This is an optimization exercise on Yosys and OpenROAD, whose aim is small area, not a production implementation. In this exercise RTL edits were held to simulation tests only and were not proved equivalent to the original.

west:
==> module sysArr, before the edit <==
module sysArr #(parameter COL = 16, bit_width = 8, acc_width = 16 ,data_width = 8 * COL,
   weight_width = 8 * COL, sum_width = 16 * COL)
(
    input clk,
    input active,
    input [data_width-1:0] datain,  
    input [weight_width-1:0] win,  
    input [sum_width-1:0] sumin,
    input [COL-1:0] wwrite,
    output wire [sum_width-1:0] maccout,
    output wire [COL-1:0] wwriteout,
    output wire [COL-1:0] activeout,
    output [data_width-1:0] dataout
);
    reg [2*COL-2:0] act_d;
    always @(posedge clk) act_d <= {act_d[2*COL-3:0], active};
    assign activeout = act_d[2*COL-2:COL-1];
    reg  [11:0] tr;
    wire [7:0]  x15 = datain[8*(COL-1) +: 8];
    wire [11:0] s_now = tr + {4'd0, x15};
    reg [11:0] s_d [0:COL-2];
    genvar r, c, k;
    generate
        wire [11:0] tap [0:COL-2];
        for (r = 0; r < COL; r = r + 1) begin : row
            reg [7:0] dd [0:COL-2];    
            reg [7:0] dout;
            always @(posedge clk) begin
                dd[0] <= datain[8*r +: 8];
                if (act_d[COL-2+r]) dout <= dd[COL-2];
            end
            for (k = 1; k < COL-1; k = k + 1) begin : sh
                always @(posedge clk) dd[k] <= dd[k-1];
            end
            assign dataout[8*r +: 8] = dout;
            if (r == COL-2) begin : nx_in
                assign tap[r] = {4'd0, datain[8*r +: 8]};
            end else if (r < COL-2) begin : nx_reg
                assign tap[r] = {4'd0, dd[COL-3-r]};
            end
        end
        wire [11:0] part [0:COL-2];
        assign part[0] = tap[0];
        for (r = 1; r < COL-1; r = r + 1) begin : psum
            assign part[r] = part[r-1] + tap[r];
        end
        always @(posedge clk) tr <= part[COL-2];
        always @(posedge clk) s_d[0] <= s_now;
        for (k = 1; k < COL-1; k = k + 1) begin : sdl
            always @(posedge clk) s_d[k] <= s_d[k-1];
        end
        for (c = 0; c < COL; c = c + 1) begin : col
            reg [COL-1:0] wwr;         
            reg [7:0] w0;              
            reg [7:0] wd [0:COL-2];    
            reg [15:0] acc;
            wire [15:0] prod;
            if (c == 0) begin : c0
                assign prod = wd[COL-2] * tr + wd[COL-2] * x15;
            end else begin : cn
                assign prod = wd[COL-2] * s_d[c-1];
            end
            always @(posedge clk) begin
                wwr <= {wwr[COL-2:0], wwrite[c]};
                if (wwrite[c] | wwr[0]) w0 <= win[8*c +: 8];
                wd[0] <= w0;
                if (act_d[COL-2+c]) acc <= prod;
            end
            for (k = 1; k < COL-1; k = k + 1) begin : sh
                always @(posedge clk) wd[k] <= wd[k-1];
            end
            assign wwriteout[c] = wwr[COL-1];
            assign maccout[16*c +: 16] = acc;
        end
    endgenerate
endmodule
clock: 6.0 ns
lec_check: 0
cap_margin: 20
core_margin: 2
core_utilization: 50
slew_margin: 20
run.sh (not shown) runs the stock make flow with config.mk's settings and CLKGATE_MAP_FILE= SYNTH_SCRIPT=/design/flow/synth_recipe.tcl, a recipe that flattens the netlist after the stock synthesis.
Changes in north relative to west:
==> flow/design.v <==
module sysArr #(parameter COL = 16, bit_width = 8, acc_width = 16 ,data_width = 8 * COL,
   weight_width = 8 * COL, sum_width = 16 * COL)
(
    input clk,
    input active,
    input [data_width-1:0] datain,  
    input [weight_width-1:0] win,  
    input [sum_width-1:0] sumin,
    input [COL-1:0] wwrite,
    output wire [sum_width-1:0] maccout,
    output wire [COL-1:0] wwriteout,
    output wire [COL-1:0] activeout,
    output [data_width-1:0] dataout
);
    reg [2*COL-2:0] act_d;
    always @(posedge clk) act_d <= {act_d[2*COL-3:0], active};
    assign activeout = act_d[2*COL-2:COL-1];
    wire [11:0] s_now;
    reg [11:0] s_d [0:COL-2];
    genvar r, c, k;
    generate
        wire [11:0] tap [0:COL-1];
        for (r = 0; r < COL; r = r + 1) begin : row
            reg [7:0] dd [0:COL-2];    
            reg [7:0] dout;
            always @(posedge clk) begin
                dd[0] <= datain[8*r +: 8];
                if (act_d[COL-2+r]) dout <= dd[COL-2];
            end
            for (k = 1; k < COL-1; k = k + 1) begin : sh
                always @(posedge clk) dd[k] <= dd[k-1];
            end
            assign dataout[8*r +: 8] = dout;
            if (r == COL-1) begin : last
                assign tap[r] = {4'd0, datain[8*r +: 8]};
            end else begin : mid
                assign tap[r] = {4'd0, dd[COL-2-r]};
            end
        end
        wire [11:0] part [0:COL-1];
        assign part[0] = tap[0];
        for (r = 1; r < COL; r = r + 1) begin : acc
            assign part[r] = part[r-1] + tap[r];
        end
        assign s_now = part[COL-1];
        always @(posedge clk) s_d[0] <= s_now;
        for (k = 1; k < COL-1; k = k + 1) begin : sdl
            always @(posedge clk) s_d[k] <= s_d[k-1];
        end
        for (c = 0; c < COL; c = c + 1) begin : col
            reg [COL-1:0] wwr;         
            reg [7:0] w0;              
            reg [7:0] wd [0:COL-2];    
            reg [15:0] acc;
            wire [11:0] s = (c == 0) ? s_now : s_d[(c == 0) ? 0 : c-1];
            wire [15:0] prod = wd[COL-2] * s;
            always @(posedge clk) begin
                wwr <= {wwr[COL-2:0], wwrite[c]};
                if (wwrite[c] | wwr[0]) w0 <= win[8*c +: 8];
                wd[0] <= w0;
                if (act_d[COL-2+c]) acc <= prod;
            end
            for (k = 1; k < COL-1; k = k + 1) begin : sh
                always @(posedge clk) wd[k] <= wd[k-1];
            end
            assign wwriteout[c] = wwr[COL-1];
            assign maccout[16*c +: 16] = acc;
        end
    endgenerate
endmodule
Notes after the runs:
- In north the implementation completed, yet the final layout does not meet the checks, the culprit being setup timing.
- Uppermost metal layer occupied by signal nets: met4 -> north, met5 -> west
- Compared with west, in north global-route wire length before repair down 4.2%; number of gates given a new drive strength after cts up 78; summed area of non-filler cells in the final layout down about 1.7%.

-- re-timing with driven ports --
Ports are ideal in the flow. The routed layouts listed here were re-timed in OpenROAD. Step 1 (the two cells are an assumption about what drives the block):
set clk [get_ports {clk}]
set_driving_cell -lib_cell sky130_fd_sc_hd__clkbuf_16 $clk
set_driving_cell -lib_cell sky130_fd_sc_hd__buf_2 [delete_from_list [all_inputs] $clk]
Step 2 moves the port delays by t, midway between the first and last clock arrival at a register: inputs arrive t later, outputs are due t later. That takes back most of the time a late clock gives input paths. a / b / c = no drivers / after step 1 / after step 2; a / b = the first two.
| run | t (ns) | slack for setup (ns) | clock arrival spread, ns | worst data-port slew with drivers (ns) | pins driven straight from the clock port |
|---|---|---|---|---|---|
| west | 1.018 | 0.180 / 0.248 / -0.771 | 0.105 / 0.105 | 0.21 | 1 |
| north | 1.013 | -2.847 / -2.810 / -3.779 | 0.075 / 0.074 | 0.25 | 1 |
Met with ideal ports but missed after step 2: setup timing in west. For west, which loses most, drivers alone change the setup slack by +0.068 ns; drivers and shift together by -0.951 ns.
